Background: an optimization exercise with open tools, aiming at small area, a short achievable clock period and few clock cycles per item. Do not read the settings as production practice. Where RTL was checked, it was by simulation tests only, not by an equivalence proof against the original. No functional check of the RTL was part of runs 2 to 4.

==> flow/design.v <==
`timescale 1ns / 1ns
module mat_ops_controller #(
	parameter DATA_LEN = 8,
	parameter N = 8,
	parameter ADDRESS_SIZE = 4
)
(
	input                         i_clk,
	input                         i_rstn,
	input   [DATA_LEN*N-1:0]      i_read_data_A,
	output  [ADDRESS_SIZE-1:0]    o_address_A,
	output                        o_wr_en_A,
	output  [DATA_LEN*N-1:0]      o_write_data_A,
	input   [DATA_LEN*N-1:0]      i_read_data_B,
	output  [ADDRESS_SIZE-1:0]    o_address_B,
	output                        o_wr_en_B,
	output  [DATA_LEN*N-1:0]      o_write_data_B,
	output                        o_done
);
	reg        idle;
	reg        P;
	reg  [8:0] S;
	reg  [2:0] T;
	reg  [2:0] r;
	reg        pa0;       
	reg  [3:0] addr_a;
	reg  [3:0] addr_b;
	reg        wr_b;
	reg        done;
	reg        v0;
	reg        f0;
	wire start = (i_read_data_A[7:0] == 8'd1);
	wire go    = idle && pa0 && start;
	wire r0    = (r == 3'd0);
	wire r7    = (r == 3'd7);
	wire [8:0] S_n;
	assign S_n[0] = P || (go && addr_a[3]) || (S[8] && !r7);
	assign S_n[1] = S[0];
	assign S_n[2] = S[1] && !r0;
	assign S_n[3] = (S[1] && r0) || S[2];
	assign S_n[8:4] = S[7:3];
	wire [2:0] T_n = {T[1:0], S[8] && r7};
	wire       idle_n = (idle && !go) || T[2];
	wire [2:0] r_n    = S[8] ? r + 3'd1 : r;
	wire [2:0] wrow_n = r_n - 3'd1;     
	wire       wb_n   = S_n[2] || T_n[2];
	wire [2:0] k_n    = {S_n[5] | S_n[6] | S_n[7] | S_n[8],
	                     S_n[3] | S_n[4] | S_n[7] | S_n[8],
	                     S_n[1] | S_n[4] | S_n[6] | S_n[8]};
	wire       ra_n   = go || (|S_n[7:0]) || (S_n[8] && !r7) || T[2];
	wire [2:0] rowa_n = S_n[8] ? r_n + 3'd1 : r_n;
	always @(posedge i_clk, negedge i_rstn) begin
		if (!i_rstn) begin
			idle   <= 1'b1;
			P      <= 1'b0;
			pa0    <= 1'b1;
			S      <= 9'd0;
			T      <= 3'd0;
			r      <= 3'd0;
			addr_a <= 4'd0;
			addr_b <= 4'd0;
			wr_b   <= 1'b0;
			done   <= 1'b0;
		end else begin
			idle   <= idle_n;
			P      <= go && !addr_a[3];
			pa0    <= !addr_a[3];
			S      <= S_n;
			T      <= T_n;
			r      <= r_n;
			addr_a <= ra_n ? {1'b1, rowa_n} : 4'd0;
			addr_b <= wb_n ? {1'b1, wrow_n} : {1'b0, k_n};
			wr_b   <= wb_n;
			done   <= T_n[2];
		end
	end
	reg  [2:0] k0;
	reg        h0;
	always @(posedge i_clk) begin
		k0 <= k_n;
		v0 <= (|S_n) && !S_n[2];
		f0 <= S_n[0];
		h0 <= (|S_n) && !wb_n && (k_n == 3'd0);
	end
	reg                  f1;
	reg  [11:0]          a2, a2n;
	reg                  f2, keep2;
	reg                  h1, h2, hkeep2;
	wire [7:0]           a1 = i_read_data_A[8*k0 +: 8];
	wire [11:0]          a1_enc;
	genvar m;
	generate
		for (m = 0; m < 4; m = m + 1) begin : BOOTH
			wire hi = a1[2*m+1];
			wire md = a1[2*m];
			wire lo = (m == 0) ? 1'b0 : a1[2*m-1];
			assign a1_enc[3*m]   = hi;
			assign a1_enc[3*m+1] = md ^ lo;
			assign a1_enc[3*m+2] = (hi & ~md & ~lo) | (~hi & md & lo);
		end
	endgenerate
	wire [63:0]          acc;
	always @(posedge i_clk) begin
		f1    <= f0;
		f2    <= f1;
		keep2 <= !f1;
		h1    <= h0;
		h2    <= h1;
		hkeep2 <= !h1;
		a2    <= v0 ? a1_enc : 12'd0;
		a2n   <= v0 ? ~a1_enc : 12'hfff;
	end
	genvar j;
	generate
		for (j = 0; j < N; j = j + 1) begin : LANE
			mac_lane #(.KEEP_LOW((j / 2) % 2), .A_LOW(j < N/2 ? 0 : 1)) u_lane (
				.i_clk (i_clk),
				.a     (j < N/2 ? a2 : a2n),
				.b     (i_read_data_B[8*j +: 8]),
				.first (j < 2 ? f2 : j < 4 ? keep2 : j < 6 ? h2 : hkeep2),
				.acc   (acc[8*j +: 8])
			);
		end
	endgenerate
	assign o_address_A    = addr_a;
	assign o_wr_en_A      = done;
	assign o_write_data_A = {(DATA_LEN*N){1'b0}};
	assign o_address_B    = addr_b;
	assign o_wr_en_B      = wr_b;
	assign o_write_data_B = acc;
	assign o_done         = done;
endmodule
module mac_lane #(
	parameter KEEP_LOW = 0,   
	parameter A_LOW    = 0    
) (
	input            i_clk,
	input      [11:0] a,
	input      [7:0] b,
	input            first,
	output reg [7:0] acc
);
	wire [11:0] d;
	reg  [11:0] q;
	wire [11:0] ad = A_LOW ? ~a : a;
	wire neg0 = ad[0];
	wire one0 = ad[1];
	wire two0 = ad[2];
	wire neg1 = ad[3];
	wire one1 = ad[4];
	wire two1 = ad[5];
	wire neg2 = ad[6];
	wire one2 = ad[7];
	wire two2 = ad[8];
	wire neg3 = ad[9];
	wire one3 = ad[10];
	wire two3 = ad[11];
	wire t1;
	wire t2;
	wire t3;
	wire t4;
	wire t5;
	wire t6;
	wire t7;
	wire t8;
	wire t9;
	wire t10;
	wire t11;
	wire t12;
	wire t13;
	wire t14;
	wire t15;
	wire t16;
	wire t17;
	wire t18;
	wire t19;
	wire t20;
	wire t21;
	wire t22;
	wire t23;
	assign t1 = (neg0 & ~(one0 & b[0])) ^ (((one0 & b[1]) | (two0 & b[0])) ^ neg0);
	assign t2 = (neg0 & ~(one0 & b[0])) & (((one0 & b[1]) | (two0 & b[0])) ^ neg0);
	assign t3 = (one1 & b[0]) ^ (((one0 & b[2]) | (two0 & b[1])) ^ neg0) ^ t2;
	assign t4 = ((one1 & b[0]) & (((one0 & b[2]) | (two0 & b[1])) ^ neg0)) | ((one1 & b[0]) & t2) | ((((one0 & b[2]) | (two0 & b[1])) ^ neg0) & t2);
	assign t5 = (neg1 & ~(one1 & b[0])) ^ (((one0 & b[3]) | (two0 & b[2])) ^ neg0) ^ (((one1 & b[1]) | (two1 & b[0])) ^ neg1);
	assign t6 = ((neg1 & ~(one1 & b[0])) & (((one0 & b[3]) | (two0 & b[2])) ^ neg0)) | ((neg1 & ~(one1 & b[0])) & (((one1 & b[1]) | (two1 & b[0])) ^ neg1)) | ((((one0 & b[3]) | (two0 & b[2])) ^ neg0) & (((one1 & b[1]) | (two1 & b[0])) ^ neg1));
	assign t7 = t5 ^ t4;
	assign t8 = t5 & t4;
	assign t9 = (one2 & b[0]) ^ (((one0 & b[4]) | (two0 & b[3])) ^ neg0) ^ (((one1 & b[2]) | (two1 & b[1])) ^ neg1);
	assign t10 = ((one2 & b[0]) & (((one0 & b[4]) | (two0 & b[3])) ^ neg0)) | ((one2 & b[0]) & (((one1 & b[2]) | (two1 & b[1])) ^ neg1)) | ((((one0 & b[4]) | (two0 & b[3])) ^ neg0) & (((one1 & b[2]) | (two1 & b[1])) ^ neg1));
	assign t11 = t6 ^ t9;
	assign t12 = t6 & t9;
	assign t13 = (neg2 & ~(one2 & b[0])) ^ (((one0 & b[5]) | (two0 & b[4])) ^ neg0) ^ (((one1 & b[3]) | (two1 & b[2])) ^ neg1);
	assign t14 = ((neg2 & ~(one2 & b[0])) & (((one0 & b[5]) | (two0 & b[4])) ^ neg0)) | ((neg2 & ~(one2 & b[0])) & (((one1 & b[3]) | (two1 & b[2])) ^ neg1)) | ((((one0 & b[5]) | (two0 & b[4])) ^ neg0) & (((one1 & b[3]) | (two1 & b[2])) ^ neg1));
	assign t15 = (((one2 & b[1]) | (two2 & b[0])) ^ neg2) ^ t10 ^ t13;
	assign t16 = ((((one2 & b[1]) | (two2 & b[0])) ^ neg2) & t10) | ((((one2 & b[1]) | (two2 & b[0])) ^ neg2) & t13) | (t10 & t13);
	assign t17 = (one3 & b[0]) ^ (((one0 & b[6]) | (two0 & b[5])) ^ neg0) ^ (((one1 & b[4]) | (two1 & b[3])) ^ neg1);
	assign t18 = ((one3 & b[0]) & (((one0 & b[6]) | (two0 & b[5])) ^ neg0)) | ((one3 & b[0]) & (((one1 & b[4]) | (two1 & b[3])) ^ neg1)) | ((((one0 & b[6]) | (two0 & b[5])) ^ neg0) & (((one1 & b[4]) | (two1 & b[3])) ^ neg1));
	assign t19 = (((one2 & b[2]) | (two2 & b[1])) ^ neg2) ^ t14 ^ t17;
	assign t20 = ((((one2 & b[2]) | (two2 & b[1])) ^ neg2) & t14) | ((((one2 & b[2]) | (two2 & b[1])) ^ neg2) & t17) | (t14 & t17);
	assign t21 = (neg3 & ~(one3 & b[0])) ^ (((one0 & b[7]) | (two0 & b[6])) ^ neg0) ^ (((one1 & b[5]) | (two1 & b[4])) ^ neg1);
	assign t22 = (((one2 & b[3]) | (two2 & b[2])) ^ neg2) ^ (((one3 & b[1]) | (two3 & b[0])) ^ neg3) ^ t18;
	assign t23 = t21 ^ t22;
	assign d[0] = (one0 & b[0]);
	assign d[1] = t1;
	assign d[2] = t3;
	assign d[3] = t7;
	assign d[4] = t8;
	assign d[5] = t11;
	assign d[6] = t12;
	assign d[7] = t15;
	assign d[8] = t16;
	assign d[9] = t19;
	assign d[10] = t20;
	assign d[11] = t23;
	always @(posedge i_clk)
		q <= d;
	wire first_q = first;
	wire [7:0] g = (KEEP_LOW ? !first_q : first_q) ? 8'd0 : acc;
	always @(posedge i_clk)
		acc <= g + {q[10] , q[8] , q[6] , q[4] , q[3] , q[2] , q[1] , q[0]} + {q[11] , q[9] , q[7] , q[5] , 1'b0 , 1'b0 , 1'b0 , 1'b0};
endmodule
==> flow/flow/run.sh <==
#!/bin/bash
# The standard layout (the standard.sh, standard synthesis unchanged) with
# the port buffers made from the smallest buffer cell instead of the
# clock-delay buffer that buffer_ports picks by default.
set -euo pipefail
bash standard.sh BUFFER_PORTS_ARGS="-buffer_cell sky130_fd_sc_hd__buf_1" finish > make_finish.log 2>&1
==> flow/standard.sh <==
#!/bin/bash
# synth_recipe.tcl (not shown) runs the flow's synth.tcl, then flattens the netlist and writes it again
# the make line also repeats each setting of config.mk as NAME=value (left out here)
make -C /OpenROAD-flow-scripts/flow DESIGN_CONFIG=/design/flow/config.mk WORK_HOME=/design/flow/orfs CLKGATE_MAP_FILE= SYNTH_SCRIPT=/design/flow/synth_recipe.tcl "${@:-finish}"
==> flow/config.mk <==
export PLATFORM = sky130hd
export DESIGN_NAME = mat_ops_controller
export DESIGN_NICKNAME = mat_ops_controller
export VERILOG_FILES = /design/flow/design.v
export SDC_FILE = /design/flow/constraint.sdc
export NUM_CORES = 4
export LEC_CHECK = 0
export CAP_MARGIN = 20
export CORE_MARGIN = 2
export CORE_UTILIZATION = 40
export CTS_BUF_LIST = sky130_fd_sc_hd__clkbuf_4 sky130_fd_sc_hd__clkbuf_8 sky130_fd_sc_hd__clkbuf_16
export CTS_CLUSTER_DIAMETER = 80
export CTS_CLUSTER_SIZE = 40
export PLACE_DENSITY = 0.6
export SETUP_SLACK_MARGIN = 2.65
export SLEW_MARGIN = 20
==> flow/constraint.sdc <==
create_clock -name core_clock -period 5.0 [get_ports {i_clk}]
set_input_delay 1.0000 -clock core_clock [delete_from_list [all_inputs] [get_ports {i_clk}]]
set_output_delay 1.0000 -clock core_clock [all_outputs]
set_load 0.01 [all_outputs]
==> results by group, run 1 <==
Timing
  • Final hold violation count: 0
  • Minimum clock period: around 2200 ps
  • Final WS setup: between 2000 and 3000 ps
  • Clock Skews: 25.5 ps
  • Hold WS: roughly 350 ps
  • Worst slew pin tran: between 700 and 800 ps
  • F_max: approximately 450 MHz
  • Setup_tns: 0 ps
  • RSZ-0062 raised after global routing: no
  • Post-route clock period utilization: between 40% and 50%
  • Slew Limit Fails: 0
  • Slew headroom: roughly half
  • Final Setup Violations: 0

Worst setup path
  • Cell mode on critical path: fa_1
  • Critical path type: in2reg
  • Worst Setup End Kind: flop
  • R2R Setup Slk: around 2800 ps
  • Worst Path Buf+Inv: 1
  • Max FO, Critical Path: 12
  • CP max-delay cell: fa_1
  • CP Data Arrival Time: around 2600 ps
  • CP required: about 5400 ps
  • Crit-path max cell delay: 500 ps
  • Nature of the critical path startpoint: input pin
  • Largest delay contributor family on the critical path: adder cells
  • Sequence of cells on the critical path: buf_1 > and2_4 > nor2b_2 > fa_1 > fa_1

Synth
  • Main area contributors after synthesis: dfxtp_1 29%, fa_1 13%, xnor2_1 12%
  • Post-Synthesis Cells: ~1300
  • Synth top area share: 28.6%
  • Syn_area_per_cell: roughly 10 um2
  • Seq/Total Area, Yosys: between 30% and 40%
  • Ys Warns: 5
  • Largest area contributor in the netlist: dfxtp_1
  • Post-synthesis register bit count: between 200 and 250
  • Count of cell types in the netlist: 49
  • Mapped Area: approximately 0.014 mm2

Route
  • Routed wire length: 30400 um
  • DR WL/cell: around 16 um
  • Post-DR vias/cell: about 4.8
  • DRC viols: 0
  • DRT iter0 DRCs: approximately 560
  • First-pass DRT Iterations: 5
  • Via count: just over 9000
  • Antenna-violating nets left: 0

Layout
  • Final Util: a little under half
  • Layout cell share with drive strength beyond 1: under 10%
  • # diodes: 0
  • NumNets Final: ~1800
  • Most frequent cells in the layout: 203 x buf_1, 184 x dfxtp_1, 184 x xnor2_1
  • Commonest non-fill, non-tap cell in the layout: buf_1
  • Post-Layout Cell Count: a little under 2000
  • P&R area growth vs syn: 12.2%
  • Post-route cell area: ~0.015 mm2

Die
  • Initial Utilization: about two fifths
  • Core area: 0.0336 mm2
  • Die H: 189 um
  • Die Wd: around 190 um
  • IO Count: roughly 270
  • # rows: 67
  • Die ar.: 0.0357 mm2

Placement
  • PortBufs: roughly 200
  • Dpl hpwl: 23400 um
  • Cell Area, Placed: between 0.01 and 0.015 mm2
  • Post-placement cell count: slightly below 2000
  • GP Congestion: 0.822
  • Placement Setup Slack: between 2000 and 2500 ps

GRT
  • Initial antenna violation count: 0
  • First-pass GRT wire length: 49900 um
  • Vias in the first global route: between 9000 and 10000
  • Total grt overflow: 0
  • Largest net degree at the start of global routing: 33
  • Gr usage total: about 17%

CTS
  • Hold buffer count at CTS: 0
  • CTS Root Buffer Type: clkbuf_16
  • Max clock buf depth: 3
  • CTS tree: yes
  • Htree depth: 1
  • Clock latency on the worst-skew pair: approximately 490 ps
  • TritonCTS Buffers: 14
  • Num Clock Sinks: 222
  • Clk pin slew, worst setup/hold paths: 110 ps

Run status
  • Status: no timing/DRC/antenna violations

Hold path
  • Min-Delay Path Class: reg2reg

Run
  • Max Cap Viol: 0
==> area by class of cell <==
class                      count  area (um2)
fill                        3229       18300
multi-input combinational    920        8320
sequential                   222        4610
timing repair buffer         220         891
tap                          448         561
inverter                     121         493
clock buffer                  16         383
clock inverter                 7         105
==> Yosys cell counts, drive strengths merged <==
cell type and n:
a21o 9, nor3 1, dfstp 2, o41ai 1, xor2 27, dfrtp 24, o21a 1, clkbuf 32
nor3b 1, ha 109, buf 86, mux2 5, conb 1, nand4b 1, xnor3 2, a22oi 64
mux4 16, nand2b 15, fa 88, dfxtp 196, nor2 49, or2 2, inv 121, nor4b 1
and3 2, o21bai 9, o22ai 64, mux2i 7, nand3b 1, nand3 5, a211oi 1, nor2b 39
nor4 2, and2 44, nand4 1, or3 2, o21ai 16, or4 1, nand2 40, a21oi 44
xnor2 186
==> repair_timing <==
item,4_1_cts,5_1_grt
pin swaps,0,2
setup endpoints to repair,91,23
gates resized for setup,15,19
hold endpoints to repair,0,0
buffers inserted,0,8
==> final timing paths <==
kind	from	end	cells after the start
setup reg to reg	f2$_DFF_P_	LANE[1].u_lane.acc[7]$_DFF_P_	9
max in group asynchronous	i_rstn	idle$_DFF_PN1_	2
setup / recovery	i_read_data_B[16]	LANE[2].u_lane.q[7]$_DFF_P_	5
min in group asynchronous	i_rstn	addr_a[2]$_DFF_PN0_	2
hold / removal	h0$_DFF_P_	h1$_DFF_P_	0
hold reg to reg	h0$_DFF_P_	h1$_DFF_P_	0
==> sequential cells by signal, indices dropped and copies added (netlist names), 3 cells and up <==
name,count
LANE.u_lane.q,96
LANE.u_lane.acc,64
a2,12
a2n,12
S,9
addr_a,4
addr_b,4
T,3
k0,3
r,3
==> kinds of logic after synthesis <==
logic type / Yosys count / share of synthesized area (%)
adder cells (fa/ha/maj): 197 / 22.8
AO/OA/AOI/OAI: 209 / 9.78
XOR/XNOR: 215 / 14.0
AND/OR/NAND/NOR: 207 / 7.84
multiplexers: 28 / 3.61
buffers and inverters: 239 / 8.50
flip-flops: 222 / 33.4
other: 1 / 0.0274
==> layer usage <==
metal  track usage, %  share of wire [%]
met1             23.6                 46
met2             29.6                 47
met3             2.15                4.8
met4             3.52                1.5
met5                0                  0
Testbench counts, summed over its fixed seeds: cycles 28,808, jobs 384.
==> run 2, diff against run 1 <==
--- a/flow/design.v
+++ b/flow/design.v
@@ -23,12 +23,6 @@
 	reg  [2:0] T;
 	reg  [2:0] r;
 	reg        pa0;       
-	reg  [3:0] addr_a;
-	reg  [3:0] addr_b;
-	reg        wr_b;
-	reg        done;
-	reg        v0;
-	reg        f0;
 	wire start = (i_read_data_A[7:0] == 8'd1);
 	wire go    = idle && pa0 && start;
 	wire r0    = (r == 3'd0);
@@ -49,6 +43,12 @@
 	                     S_n[1] | S_n[4] | S_n[6] | S_n[8]};
 	wire       ra_n   = go || (|S_n[7:0]) || (S_n[8] && !r7) || T[2];
 	wire [2:0] rowa_n = S_n[8] ? r_n + 3'd1 : r_n;
+	reg  [3:0] addr_a;
+	reg  [3:0] addr_b;
+	reg        wr_b;
+	reg        done;
+	reg        v0;
+	reg        f0;
 	always @(posedge i_clk, negedge i_rstn) begin
 		if (!i_rstn) begin
 			idle   <= 1'b1;
@@ -75,17 +75,14 @@
 		end
 	end
 	reg  [2:0] k0;
-	reg        h0;
 	always @(posedge i_clk) begin
 		k0 <= k_n;
 		v0 <= (|S_n) && !S_n[2];
 		f0 <= S_n[0];
-		h0 <= (|S_n) && !wb_n && (k_n == 3'd0);
 	end
 	reg                  f1;
-	reg  [11:0]          a2, a2n;
+	reg  [11:0]          a2;
 	reg                  f2, keep2;
-	reg                  h1, h2, hkeep2;
 	wire [7:0]           a1 = i_read_data_A[8*k0 +: 8];
 	wire [11:0]          a1_enc;
 	genvar m;
@@ -104,20 +101,16 @@
 		f1    <= f0;
 		f2    <= f1;
 		keep2 <= !f1;
-		h1    <= h0;
-		h2    <= h1;
-		hkeep2 <= !h1;
 		a2    <= v0 ? a1_enc : 12'd0;
-		a2n   <= v0 ? ~a1_enc : 12'hfff;
 	end
 	genvar j;
 	generate
 		for (j = 0; j < N; j = j + 1) begin : LANE
-			mac_lane #(.KEEP_LOW((j / 2) % 2), .A_LOW(j < N/2 ? 0 : 1)) u_lane (
+			mac_lane #(.KEEP_LOW(j < N/2 ? 0 : 1)) u_lane (
 				.i_clk (i_clk),
-				.a     (j < N/2 ? a2 : a2n),
+				.a     (a2),
 				.b     (i_read_data_B[8*j +: 8]),
-				.first (j < 2 ? f2 : j < 4 ? keep2 : j < 6 ? h2 : hkeep2),
+				.first (j < N/2 ? f2 : keep2),
 				.acc   (acc[8*j +: 8])
 			);
 		end
--- a/flow/config.mk
+++ b/flow/config.mk
@@ -12,5 +12,5 @@
 export CTS_CLUSTER_DIAMETER = 80
 export CTS_CLUSTER_SIZE = 40
 export PLACE_DENSITY = 0.6
-export SETUP_SLACK_MARGIN = 2.65
+export SETUP_SLACK_MARGIN = 2.5
 export SLEW_MARGIN = 20
==> results by group, run 2 <==
Synth
  • Mapped Area: 0.0136 mm2 (-0.92%)
  • Seq/Total Area, Yosys: 31.4% (-2.0 points)
  • Post-Synthesis Cells: 1264 (-4.1%)
  • Count of cell types in the netlist: 50 (+2.0%)
  • Synth cell count leaders: 180 x dfxtp_1, 159 x xnor2_1, 126 x a22oi_1, 109 x ha_1, 88 x fa_1
  • Largest area contributor in the netlist: dfxtp_1
  • Ys flop type: dfxtp_1
  • Count leader, synth: dfxtp_1
  • Ys Warns: 3 (-2)
  • Syn_area_per_cell: 10.7 um2 (+3.3%)
  • Synth top area share: 26.6% (-2.1 points)
  • Main area contributors after synthesis: dfxtp_1 27%, fa_1 13%, xnor2_1 10%
  • Post-synthesis register bit count: 206 (-7.2%)
  • Number of synthesized flops with an enable pin: 0 (unchanged)
  • Async S/R FF share, synth: 12.6% (+0.91 points)

GRT
  • Gr usage total: 17.2% (-0.11 points)
  • Largest net degree at the start of global routing: 49 (+48%)
  • Vias in the first global route: 9429 (-2.0%)
  • Total grt overflow: 0 (unchanged)
  • Initial antenna violation count: 1 (+1)
  • First-pass GRT wire length: 49000 um (-1.8%)

Timing
  • Slew headroom: 32.2% (-17 points)
  • Final hold violation count: 0 (unchanged)
  • Slew Limit Fails: 0 (unchanged)
  • Worst slew pin tran: 1020 ps (+252 ps)
  • Clock Skews: 29.0 ps (+3.48 ps)
  • Hold WS: 342 ps (-11.0 ps)
  • F_max: 412 MHz (-7.6%)
  • Post-route clock period utilization: 48.5% (+3.7 points)
  • Final Setup Violations: 0 (unchanged)
  • Setup_tns: 0 ps (unchanged)
  • RSZ-0062 raised after global routing: yes
  • Minimum clock period: 2430 ps (+184 ps)

Route
  • Post-DR vias/cell: 4.93 (+2.9%)
  • Met1 Wirelength: 13700 um (-3.3%)
  • Met2 wire length: 14800 um (+3.1%)
  • DR WL/cell: 16.5 um (+6.0%)
  • Routed wire length: 31000 um (+1.8%)
  • DRC viols: 0 (unchanged)
  • Top sig layer: met5
  • DRT iter0 DRCs: 443 (-21%)
  • Met3 WL: 1990 um (+36%)
  • Antenna-violating nets left: 0 (unchanged)
  • Via count: 9248 (-1.2%)
  • First-pass DRT Iterations: 5 (unchanged)

Worst setup path
  • Max FO, Critical Path: 15 (+3)
  • Reg-to-reg startpoint: f2$_DFF_P_
  • Nature of the critical path startpoint: flop
  • Worst Reg-to-Reg Cells: 9 (unchanged)
  • Critical path type: reg2reg
  • R2r endpoint: LANE[1].u_lane.acc[7]$_DFF_P_
  • Worst Setup End Kind: flop
  • CP Data Arrival Time: 2800 ps (+190 ps)
  • CP required: 5370 ps (about the same)
  • R2R Setup Slk: 2570 ps (-210 ps)

Placement
  • PortBufs: 204 (unchanged)
  • Post-placement cell count: 1850 (-3.8%)
  • GP Congestion: 0.814 (-1.0%)
  • Dpl hpwl: 22200 um (-4.8%)

Die
  • Die ar.: 0.0354 mm2 (-0.91%)
  • Core area: 0.0334 mm2 (-0.50%)
  • # rows: 67 (unchanged)
  • Die Wd: 188 um (-0.45%)
  • Initial Utilization: 40.6% (-0.17 points)
  • IO Count: 269 (unchanged)
  • Die H: 188 um (-0.45%)

Layout
  • Largest reg by FF count: LANE.u_lane.q
  • NumNets Final: 1749 (-4.2%)
  • Commonest non-fill, non-tap cell in the layout: buf_1
  • Registers with the most flip-flops: LANE.u_lane.q (96), LANE.u_lane.acc (64), a2 (12)
  • P&R area growth vs syn: 10.4%
  • Most frequent cells in the layout: 204 x buf_1, 170 x dfxtp_1, 159 x xnor2_1
  • Layout cell share with drive strength beyond 1: 5.18% (-3.0 points)
  • # diodes: 0 (unchanged)
  • Post-Layout Cell Count: 1876 (-4.0%)
  • Max reg flops: 96 (unchanged)

CTS
  • Hold buffer count at CTS: 0 (unchanged)
  • Max clock buf depth: 3 (unchanged)
  • Htree depth: 1 (unchanged)
  • CTS tree: yes
  • Clock latency on the worst-skew pair: 500 ps (about the same)
  • Clk pin slew, worst setup/hold paths: 90 ps (-20 ps)
  • Num Clock Sinks: 206 (-7.2%)
  • TritonCTS Buffers: 13 (-1)
  • CTS Root Buffer Type: clkbuf_16

Hold path
  • Worst hold start: f0$_DFF_P_
  • Min-Delay Path Class: reg2reg
  • WHS Endpoint: f1$_DFF_P_
  • WHS Path Cells: 0 (unchanged)

Run status
  • Status: no timing/DRC/antenna violations

Run
  • Max Cap Viol: 0 (unchanged)
[run 2: worst max-delay path, cell delays in order (launching register included)]
cell and delay [ps]:
dfxtp_4 450, buf_12 180, nor2b_1 60, ha_1 290, ha_1 230, fa_1 420
a21o_1 190, a21oi_2 180, o31ai_1 110, xor2_1 170
[run 2: stage by stage]
step	instance area (um2)	worst slack, ps	util, %
after floorplan	13800	2480	-
after global placement	14400	2040	43.1
after detailed placement	14400	2030	43.1
after CTS	14900	2510	44.5
after global routing	15000	2480	44.8
final	15000	2570	44.8
[run 2: worst max-delay path by stage]
stage / from / to / slack (ps) / cells past startpoint
floorplan: f2$_DFF_P_ / LANE[0].u_lane.acc[7]$_DFF_P_ / 2480 / 10
global placement: keep2$_DFF_P_ / LANE[5].u_lane.acc[7]$_DFF_P_ / 2040 / 8
detailed placement: keep2$_DFF_P_ / LANE[5].u_lane.acc[7]$_DFF_P_ / 2030 / 8
CTS: f2$_DFF_P_ / LANE[1].u_lane.acc[7]$_DFF_P_ / 2510 / 9
global route: f2$_DFF_P_ / LANE[3].u_lane.acc[7]$_DFF_P_ / 2480 / 9
finish: f2$_DFF_P_ / LANE[1].u_lane.acc[7]$_DFF_P_ / 2570 / 9
[run 2: logic make-up (layout without fill, tap and decap cells)]
| family | after synthesis | count (layout) | share of synthesized area (%) |
|---|---|---|---|
| compound gates | 232 | 232 | 12.3 |
| buf+inv | 218 | 319 | 8.10 |
| xor+xnor | 206 | 206 | 13.7 |
| flops | 206 | 206 | 31.4 |
| fa+ha+maj | 197 | 197 | 23.0 |
| simple gates | 174 | 174 | 7.51 |
| mux | 30 | 30 | 3.88 |
| other cells | 1 | 64 | 0.0276 |
[run 2: final cells by class]
cell class / instances / area (um2)
Inverter: 83 / 312
Clock inverter: 5 / 45.0
Fill cell: 3198 / 18500
Tap cell: 448 / 561
Clock buffer: 16 / 367
Timing Repair Buffer: 215 / 931
Multi-Input combinational cell: 903 / 8480
Sequential cell: 206 / 4290
[run 2: repair_timing]
action / 4_1_cts / 5_1_grt
gates resized for setup: 13 / 11
setup buffers: 2 / 2
endpoints found under the setup margin: 77 / 15
cloned: 0 / 1
pin swaps: 1 / 0
[run 2: per-layer routing]
layer	global-route usage [%]	vias to the layer above
met3	3.24	33
met5	0	-
met2	29.6	280
met1	22.5	4442
met4	3.66	2
li1	-	4491
==> run 3, diff against run 2 <==
--- a/flow/config.mk
+++ b/flow/config.mk
@@ -12,5 +12,5 @@
 export CTS_CLUSTER_DIAMETER = 80
 export CTS_CLUSTER_SIZE = 40
 export PLACE_DENSITY = 0.6
-export SETUP_SLACK_MARGIN = 2.5
+export SETUP_SLACK_MARGIN = 2.4
 export SLEW_MARGIN = 20
==> results by group, run 3 <==
Run status
  • Status: no timing/DRC/antenna violations

Placement
  • GP Congestion: 0.780 (-4.1%)
  • PortBufs: 204 (unchanged)
  • Placement Setup Slack: 2000 ps (-27.0 ps)
  • Dpl hpwl: 22600 um (+1.4%)

GRT
  • First-pass GRT wire length: 49600 um (+1.2%)
  • Total grt overflow: 0 (unchanged)
  • Initial antenna violation count: 0 (-1)
  • Vias in the first global route: 9698 (+2.9%)
  • Gr usage total: 17.4% (+0.16 points)
  • Largest net degree at the start of global routing: 58 (+18%)

CTS
  • CTS tree: yes
  • Clk pin slew, worst setup/hold paths: 100 ps (about the same)
  • CTS Root Buffer Type: clkbuf_16
  • Num Clock Sinks: 206 (unchanged)
  • Hold buffer count at CTS: 0 (unchanged)
  • Clock latency on the worst-skew pair: 490 ps (about the same)
  • Max clock buf depth: 3 (unchanged)
  • Htree depth: 1 (unchanged)
  • TritonCTS Buffers: 13 (unchanged)

Timing
  • RSZ-0062 raised after global routing: no
  • Final Setup Violations: 0 (unchanged)
  • Slew Limit Fails: 0 (unchanged)
  • Worst slew pin tran: 1070 ps (+57.7 ps)
  • Clock Skews: 28.7 ps (-0.270 ps)
  • Final WS setup: 2560 ps (-16.9 ps)
  • Minimum clock period: 2440 ps (+16.9 ps)
  • Setup_tns: 0 ps (unchanged)
  • Post-route clock period utilization: 48.8% (+0.34 points)
  • F_max: 409 MHz (-0.69%)
  • Final hold violation count: 0 (unchanged)
  • Slew headroom: 28.3% (-3.9 points)

Worst setup path
  • R2R Setup Slk: 2560 ps (-20 ps)
  • Max FO, Critical Path: 36 (+21)
  • Worst Setup End Kind: flop
  • Critical path type: reg2reg
  • Worst Reg-to-Reg Cells: 5 (-4)
  • CP required: 5380 ps (about the same)
  • Reg-to-reg startpoint: a2[2]$_SDFF_PN0_
  • R2r endpoint: LANE[7].u_lane.q[9]$_DFF_P_
  • Nature of the critical path startpoint: flop
  • CP Data Arrival Time: 2820 ps (+20 ps)

Hold path
  • WHS Path Cells: 0 (unchanged)
  • Min-Delay Path Class: reg2reg
  • WHS Endpoint: f1$_DFF_P_
  • Worst hold start: f0$_DFF_P_

Route
  • Antenna-violating nets left: 0 (unchanged)
  • DRC viols: 0 (unchanged)
  • DRT iter0 DRCs: 426 (-3.8%)
  • Post-DR vias/cell: 4.92 (-0.13%)
  • First-pass DRT Iterations: 5 (unchanged)
  • DR WL/cell: 16.3 um (-1.1%)
  • Routed wire length: 30600 um (-1.2%)
  • Via count: 9226 (-0.24%)

Die
  • IO Count: 269 (unchanged)
  • # rows: 67 (unchanged)
  • Die Wd: 188 um (unchanged)
  • Core area: 0.0334 mm2 (unchanged)
  • Die ar.: 0.0354 mm2 (unchanged)
  • Initial Utilization: 40.6% (unchanged)
  • Die H: 188 um (unchanged)

Layout
  • Commonest non-fill, non-tap cell in the layout: buf_1
  • Reg area: 0.00429 mm2 (about the same)
  • Fillers: 3207 (+0.28%)
  • P&R area growth vs syn: 9.53%
  • Registers with the most flip-flops: LANE.u_lane.q (96), LANE.u_lane.acc (64), a2 (12)
  • Layout cell share with drive strength beyond 1: 4.35% (-0.83 points)
  • NumNets Final: 1745 (-0.23%)
  • Largest reg by FF count: LANE.u_lane.q
  • Most frequent cells in the layout: 204 x buf_1, 171 x dfxtp_1, 159 x xnor2_1
  • Area of the multi-input gates: 0.00845 mm2 (-0.35%)
  • Max reg flops: 96 (unchanged)

Synth
  • Syn_area_per_cell: 10.7 um2 (unchanged)
  • Async S/R FF share, synth: 12.6% (unchanged)
  • Mapped Area: 0.0136 mm2 (unchanged)
  • Count leader, synth: dfxtp_1
  • Synth top area share: 26.6% (unchanged)
  • Synth cell count leaders: 180 x dfxtp_1, 159 x xnor2_1, 126 x a22oi_1, 109 x ha_1, 88 x fa_1
  • Count of cell types in the netlist: 50 (unchanged)
  • Largest area contributor in the netlist: dfxtp_1
  • Main area contributors after synthesis: dfxtp_1 27%, fa_1 13%, xnor2_1 10%
  • Post-synthesis register bit count: 206 (unchanged)
  • Number of synthesized flops with an enable pin: 0 (unchanged)
  • Post-Synthesis Cells: 1264 (unchanged)
  • Ys flop type: dfxtp_1
  • Ys Warns: 3 (unchanged)
  • Seq/Total Area, Yosys: 31.4% (unchanged)

Run
  • Max Cap Viol: 0 (unchanged)
run 3: cell counts after synthesis:
No cell type changed its count.
run 3: worst max-delay path by stage:
stage / startpoint / end / slack, ps / cells after the start
after floorplan: f2$_DFF_P_ / LANE[0].u_lane.acc[7]$_DFF_P_ / 2400 / 10
after global placement: keep2$_DFF_P_ / LANE[7].u_lane.acc[7]$_DFF_P_ / 2050 / 8
after detailed placement: keep2$_DFF_P_ / LANE[4].u_lane.acc[7]$_DFF_P_ / 2000 / 8
after CTS: f2$_DFF_P_ / LANE[2].u_lane.acc[7]$_DFF_P_ / 2410 / 8
after global routing: keep2$_DFF_P_ / LANE[5].u_lane.acc[7]$_DFF_P_ / 2400 / 8
final: a2[2]$_SDFF_PN0_ / LANE[7].u_lane.q[9]$_DFF_P_ / 2560 / 5
run 3: layout make-up:
| cell class | instances | area share [%] |
|---|---|---|
| Antenna cell | 1 | 0.0168 |
| Clock buffer | 13 | 2.19 |
| Clock inverter | 9 | 0.598 |
| Inverter | 83 | 2.10 |
| Multi-Input combinational cell | 903 | 56.9 |
| Sequential cell | 206 | 28.9 |
| Tap cell | 448 | 3.77 |
| Timing Repair Buffer | 211 | 5.62 |
run 3: kinds of logic after synthesis:
family | share of synthesized area, %
AO/OA/AOI/OAI | 12.3
buffers and inverters | 8.10
XOR/XNOR | 13.7
flip-flops | 31.4
adder cells (fa/ha/maj) | 23.0
AND/OR/NAND/NOR | 7.51
multiplexers | 3.88
other | 0.0276
run 3: through the flow:
step	hold WS (ps)	instances	cell area [um2]	util, %
after floorplan	310	1327	13800	-
after global placement	314	1850	14400	43.1
after detailed placement	316	1850	14400	43.1
after CTS	340	1872	14800	44.3
after global routing	342	1873	14900	44.4
final	340	1874	14900	44.4
run 3: what timing repair did:
item	CTS	global route
buffers inserted	0	1
gates cloned	0	0
gates resized for setup	8	2
setup endpoints to repair	47	15
run 3: critical path, stage by stage (launching register included):
cell and delay (ps):
dfxtp_4 670, buf_4 350, a22oi_1 150, xnor2_1 170, fa_1 570, fa_1 420
run 3: per-layer routing:
layer	vias to the layer above	share of wire (%)	routed length [um]	GRT usage, %
met5	-	0	0	0
met1	4429	43	13200	22.2
met3	34	6.3	1930	3.07
li1	4484	-	-	-
met4	0	1.5	466	3.60
met2	279	49	15000	30.7
==> run 4, diff against run 3 <==
--- a/flow/design.v
+++ b/flow/design.v
@@ -17,72 +17,84 @@
 	output  [DATA_LEN*N-1:0]      o_write_data_B,
 	output                        o_done
 );
-	reg        idle;
-	reg        P;
-	reg  [8:0] S;
-	reg  [2:0] T;
+	localparam [3:0] ST_T1 = 4'd9, ST_T3 = 4'd11, ST_P = 4'd12, ST_IDLE = 4'd15;
+	reg  [3:0] st;
 	reg  [2:0] r;
 	reg        pa0;       
-	wire start = (i_read_data_A[7:0] == 8'd1);
-	wire go    = idle && pa0 && start;
-	wire r0    = (r == 3'd0);
-	wire r7    = (r == 3'd7);
-	wire [8:0] S_n;
-	assign S_n[0] = P || (go && addr_a[3]) || (S[8] && !r7);
-	assign S_n[1] = S[0];
-	assign S_n[2] = S[1] && !r0;
-	assign S_n[3] = (S[1] && r0) || S[2];
-	assign S_n[8:4] = S[7:3];
-	wire [2:0] T_n = {T[1:0], S[8] && r7};
-	wire       idle_n = (idle && !go) || T[2];
-	wire [2:0] r_n    = S[8] ? r + 3'd1 : r;
-	wire [2:0] wrow_n = r_n - 3'd1;     
-	wire       wb_n   = S_n[2] || T_n[2];
-	wire [2:0] k_n    = {S_n[5] | S_n[6] | S_n[7] | S_n[8],
-	                     S_n[3] | S_n[4] | S_n[7] | S_n[8],
-	                     S_n[1] | S_n[4] | S_n[6] | S_n[8]};
-	wire       ra_n   = go || (|S_n[7:0]) || (S_n[8] && !r7) || T[2];
-	wire [2:0] rowa_n = S_n[8] ? r_n + 3'd1 : r_n;
 	reg  [3:0] addr_a;
 	reg  [3:0] addr_b;
 	reg        wr_b;
 	reg        done;
 	reg        v0;
 	reg        f0;
+	wire start = (i_read_data_A[7:0] == 8'd1);
+	wire idle  = (st == ST_IDLE);
+	wire go    = idle && pa0 && start;
+	wire r0    = (r == 3'd0);
+	wire r7    = (r == 3'd7);
+	wire last  = (st == 4'd8);
+	reg  [3:0] st_n;
+	always @(*) begin
+		if (st == ST_IDLE)
+			st_n = go ? (addr_a[3] ? 4'd0 : ST_P) : ST_IDLE;
+		else if (st == ST_P)
+			st_n = 4'd0;
+		else if (last)
+			st_n = r7 ? ST_T1 : 4'd0;
+		else if (st == 4'd1 && r0)
+			st_n = 4'd3;
+		else if (st == ST_T3 || st > ST_P)
+			st_n = ST_IDLE;
+		else
+			st_n = st + 4'd1;
+	end
+	wire [8:0] S_n;
+	genvar si;
+	generate
+		for (si = 0; si < 9; si = si + 1) begin : SLOT
+			assign S_n[si] = (st_n == si);
+		end
+	endgenerate
+	wire       done_n = (st_n == ST_T3);
+	wire [2:0] r_n    = last ? r + 3'd1 : r;
+	wire [2:0] wrow_n = r_n - 3'd1;     
+	wire       wb_n   = S_n[2] || done_n;
+	wire [2:0] k_n    = {S_n[5] | S_n[6] | S_n[7] | S_n[8],
+	                     S_n[3] | S_n[4] | S_n[7] | S_n[8],
+	                     S_n[1] | S_n[4] | S_n[6] | S_n[8]};
+	wire       ra_n   = go || (|S_n[7:0]) || (S_n[8] && !r7) || (st == ST_T3);
+	wire [2:0] rowa_n = S_n[8] ? r_n + 3'd1 : r_n;
 	always @(posedge i_clk, negedge i_rstn) begin
 		if (!i_rstn) begin
-			idle   <= 1'b1;
-			P      <= 1'b0;
+			st     <= ST_IDLE;
 			pa0    <= 1'b1;
-			S      <= 9'd0;
-			T      <= 3'd0;
 			r      <= 3'd0;
 			addr_a <= 4'd0;
 			addr_b <= 4'd0;
 			wr_b   <= 1'b0;
 			done   <= 1'b0;
 		end else begin
-			idle   <= idle_n;
-			P      <= go && !addr_a[3];
+			st     <= st_n;
 			pa0    <= !addr_a[3];
-			S      <= S_n;
-			T      <= T_n;
 			r      <= r_n;
 			addr_a <= ra_n ? {1'b1, rowa_n} : 4'd0;
 			addr_b <= wb_n ? {1'b1, wrow_n} : {1'b0, k_n};
 			wr_b   <= wb_n;
-			done   <= T_n[2];
+			done   <= done_n;
 		end
 	end
 	reg  [2:0] k0;
+	reg        h0;
 	always @(posedge i_clk) begin
 		k0 <= k_n;
 		v0 <= (|S_n) && !S_n[2];
 		f0 <= S_n[0];
+		h0 <= (|S_n) && !wb_n && (k_n == 3'd0);
 	end
 	reg                  f1;
-	reg  [11:0]          a2;
+	reg  [11:0]          a2, a2n;
 	reg                  f2, keep2;
+	reg                  h1, h2, hkeep2;
 	wire [7:0]           a1 = i_read_data_A[8*k0 +: 8];
 	wire [11:0]          a1_enc;
 	genvar m;
@@ -101,16 +113,20 @@
 		f1    <= f0;
 		f2    <= f1;
 		keep2 <= !f1;
+		h1    <= h0;
+		h2    <= h1;
+		hkeep2 <= !h1;
 		a2    <= v0 ? a1_enc : 12'd0;
+		a2n   <= v0 ? ~a1_enc : 12'hfff;
 	end
 	genvar j;
 	generate
 		for (j = 0; j < N; j = j + 1) begin : LANE
-			mac_lane #(.KEEP_LOW(j < N/2 ? 0 : 1)) u_lane (
+			mac_lane #(.KEEP_LOW((j / 2) % 2), .A_LOW(j < N/2 ? 0 : 1)) u_lane (
 				.i_clk (i_clk),
-				.a     (a2),
+				.a     (j < N/2 ? a2 : a2n),
 				.b     (i_read_data_B[8*j +: 8]),
-				.first (j < N/2 ? f2 : keep2),
+				.first (j < 2 ? f2 : j < 4 ? keep2 : j < 6 ? h2 : hkeep2),
 				.acc   (acc[8*j +: 8])
 			);
 		end
--- a/flow/config.mk
+++ b/flow/config.mk
@@ -12,5 +12,5 @@
 export CTS_CLUSTER_DIAMETER = 80
 export CTS_CLUSTER_SIZE = 40
 export PLACE_DENSITY = 0.6
-export SETUP_SLACK_MARGIN = 2.4
+export SETUP_SLACK_MARGIN = 2.65
 export SLEW_MARGIN = 20
==> results by group, run 4 <==
Timing
  • Clock Skews: 33.9 ps (+5.20 ps)
  • Setup_tns: 0 ps (unchanged)
  • RSZ-0062 raised after global routing: yes
  • Final hold violation count: 0 (unchanged)
  • F_max: 439 MHz (+7.1%)
  • Worst slew pin tran: 952 ps (-121 ps)
  • Minimum clock period: 2280 ps (-162 ps)
  • Post-route clock period utilization: 45.6% (-3.2 points)
  • Slew Limit Fails: 0 (unchanged)
  • Slew headroom: 36.5% (+8.2 points)
  • Final Setup Violations: 0 (unchanged)

Layout
  • Most frequent cells in the layout: 203 x buf_1, 195 x xnor2_1, 180 x dfxtp_1
  • Commonest non-fill, non-tap cell in the layout: buf_1
  • Fillers: 3255 (+1.5%)
  • Max reg flops: 96 (unchanged)
  • Post-route cell area: 0.0154 mm2 (+3.9%)
  • Layout cell share with drive strength beyond 1: 11.1% (+6.8 points)
  • Final Util: 46.1% (+1.6 points)
  • # diodes: 0 (-1)
  • P&R area growth vs syn: 13.3%
  • Registers with the most flip-flops: LANE.u_lane.q (96), LANE.u_lane.acc (64)
  • Largest reg by FF count: LANE.u_lane.q
  • NumNets Final: 1820 (+4.3%)

Synth
  • Async S/R FF share, synth: 7.98% (-4.6 points)
  • Synth cell count leaders: 196 x dfxtp_1, 196 x xnor2_1, 112 x ha_1, 97 x inv_1, 88 x fa_1
  • Ys Warns: 5 (+2)
  • Post-Synthesis Cells: 1308 (+3.5%)
  • Seq/Total Area, Yosys: 31.9% (+0.57 points)
  • Synth top area share: 28.8% (+2.2 points)
  • Count of cell types in the netlist: 54 (+8.0%)
  • Post-synthesis register bit count: 213 (+3.4%)
  • Syn_area_per_cell: 10.4 um2 (-2.9%)
  • Mapped Area: 0.0136 mm2 (+0.50%)
  • Number of synthesized flops with an enable pin: 0 (unchanged)
  • Main area contributors after synthesis: dfxtp_1 29%, fa_1 13%, xnor2_1 13%
  • Ys flop type: dfxtp_1
  • Largest area contributor in the netlist: dfxtp_1

GRT
  • First-pass GRT wire length: 48500 um (-2.3%)
  • Vias in the first global route: 9593 (-1.1%)
  • Largest net degree at the start of global routing: 33 (-43%)
  • Gr usage total: 16.7% (-0.66 points)
  • Initial antenna violation count: 0 (unchanged)
  • Total grt overflow: 0 (unchanged)

CTS
  • Max clock buf depth: 3 (unchanged)
  • CTS Root Buffer Type: clkbuf_16
  • Htree depth: 1 (unchanged)
  • Num Clock Sinks: 213 (+3.4%)
  • Clock latency on the worst-skew pair: 510 ps (+20 ps)
  • Clk pin slew, worst setup/hold paths: 100 ps (about the same)
  • Hold buffer count at CTS: 0 (unchanged)
  • CTS tree: yes
  • TritonCTS Buffers: 15 (+2)

Worst setup path
  • Nature of the critical path startpoint: flop
  • CP required: 5430 ps (+50 ps)
  • Max FO, Critical Path: 8 (-78%)
  • Sequence of cells on the critical path: ha_2 > ha_4 > nand2b_1 > a21oi_2 > nand2_1 > or3_1 > a31oi_1 > a21o_1
  • R2R Setup Slk: 2720 ps (+160 ps)
  • Worst Setup End Kind: flop
  • CP max-delay cell: dfrtp_1
  • Worst Path Buf+Inv: 0 (-1)
  • Largest delay contributor family on the critical path: simple AND/OR/NAND/NOR gates
  • Critical path type: reg2reg
  • CP Data Arrival Time: 2710 ps (-110 ps)
  • Crit-path max cell delay: 430 ps (-240 ps)

Route
  • Post-DR vias/cell: 4.86 (-1.3%)
  • First-pass DRT Iterations: 7 (+2)
  • DRC viols: 0 (unchanged)
  • Routed wire length: 30000 um (-2.1%)
  • DRT iter0 DRCs: 413 (-3.1%)
  • Antenna-violating nets left: 0 (unchanged)
  • DR WL/cell: 15.4 um (-5.7%)
  • Via count: 9457 (+2.5%)

Die
  • IO Count: 269 (unchanged)
  • Initial Utilization: 40.7% (+0.10 points)
  • Die ar.: 0.0356 mm2 (+0.49%)
  • # rows: 67 (unchanged)
  • Core area: 0.0335 mm2 (+0.25%)
  • Die Wd: 189 um (+0.24%)
  • Die H: 189 um (+0.24%)

Placement
  • Dpl hpwl: 22700 um (+0.43%)
  • Cell Area, Placed: 0.0147 mm2 (+1.7%)
  • PortBufs: 204 (unchanged)
  • GP Congestion: 0.811 (+4.0%)

Hold path
  • Min-Delay Path Class: reg2reg

Run
  • Max Cap Viol: 0 (unchanged)

Run status
  • Status: no timing/DRC/antenna violations
run 4: cell types whose count changed in the layout (fill, tap and decap cells not counted), sizes merged, moves of 15 or more:
| cell | previous run | this run |
|---|---|---|
| a22oi | 126 | 62 |
| o22ai | 0 | 64 |
| xnor2 | 162 | 196 |
| nor2 | 15 | 47 |
| xor2 | 42 | 23 |
| o21bai | 0 | 17 |
| and2 | 60 | 44 |
| dfxtp | 180 | 196 |
| a21o | 26 | 11 |
run 4: per-stage QoR:
step	instances	worst slack (ps)	hold WS (ps)
5_1_grt	1946	2590	354
3_3_place_gp	1905	2250	316
4_1_cts	1932	2640	349
2_1_floorplan	1371	2610	310
6_report	1946	2720	345
3_5_place_dp	1905	2190	323
run 4: cells by family after synthesis:
| family | synth area share, % |
|---|---|
| other cells | 0.0275 |
| xor+xnor | 14.1 |
| fa+ha+maj | 23.2 |
| compound gates | 11.1 |
| flops | 31.9 |
| buf+inv | 8.09 |
| mux | 3.39 |
| simple gates | 8.20 |
run 4: repair_timing:
action,in CTS,in global routing
setup buffers,2,14
setup endpoints to repair,104,29
gates resized for setup,27,34
pin swaps,3,13
run 4: path summary, 6_finish.rpt:
check	start	endpoint	depth (start not counted)
max	r[0]$_DFF_PN0_	addr_b[1]$_DFF_PN0_	8
min	h0$_DFF_P_	h1$_DFF_P_	0
max reg2reg	r[0]$_DFF_PN0_	addr_b[1]$_DFF_PN0_	8
min reg2reg	h0$_DFF_P_	h1$_DFF_P_	0
max in group asynchronous	i_rstn	addr_a[3]$_DFF_PN0_	1
min in group asynchronous	i_rstn	addr_b[0]$_DFF_PN0_	1
run 4: per-layer routing:
layer  GRT usage, %  wire length (um)  vias to the layer above
met1           22.1             13500                     4528
met2           29.0             14500                      278
met5              0                 0                        -
met3           2.29              1530                       33
met4           3.64               497                        0
li1               -                 -                     4618
run 4: cell type report:
type | count | area, um2 | area share, %
clock inverter | 8 | 101 | 0.656
clock buffer | 17 | 408 | 2.64
timing repair buffer | 226 | 932 | 6.03
tap | 448 | 561 | 3.63
inverter | 98 | 390 | 2.53
sequential | 213 | 4400 | 28.5
multi-input combinational | 936 | 8660 | 56.0

## port drivers added, routing unchanged
In the flow no input, the clock included, has a driving cell. The finished layouts below were timed again as built, in two steps. Step 1 sets driving cells, clkbuf_16 on the clock port and buf_2 on the other inputs (assumed; they add their load-dependent delay and slew). Step 2 moves the port delays by t, midway between the first and last clock arrival at a register: inputs arrive t later, outputs are due t later. That takes back most of the time a late clock gives input paths. a / b / c = ideal / step 1 / step 2; a / b = the first two.
run	t, ns	setup slack, ns	worst setup path after step 2	clock arrival spread, ns	worst register clock-pin slew, ns
run 1	0.528	2.758 / 2.764 / 2.236	input to register	0.027 / 0.027	0.11 / 0.11
run 2	0.528	2.575 / 2.575 / 2.162	input to register	0.029 / 0.029	0.10 / 0.10
run 3	0.530	2.558 / 2.558 / 2.179	input to register	0.029 / 0.029	0.10 / 0.10
run 4	0.538	2.720 / 2.720 / 2.250	input to register	0.036 / 0.037	0.11 / 0.11
After both steps every run listed still meets setup and hold. For run 1, which loses most, drivers alone change the setup slack by +0.006 ns; drivers and shift together by -0.522 ns.
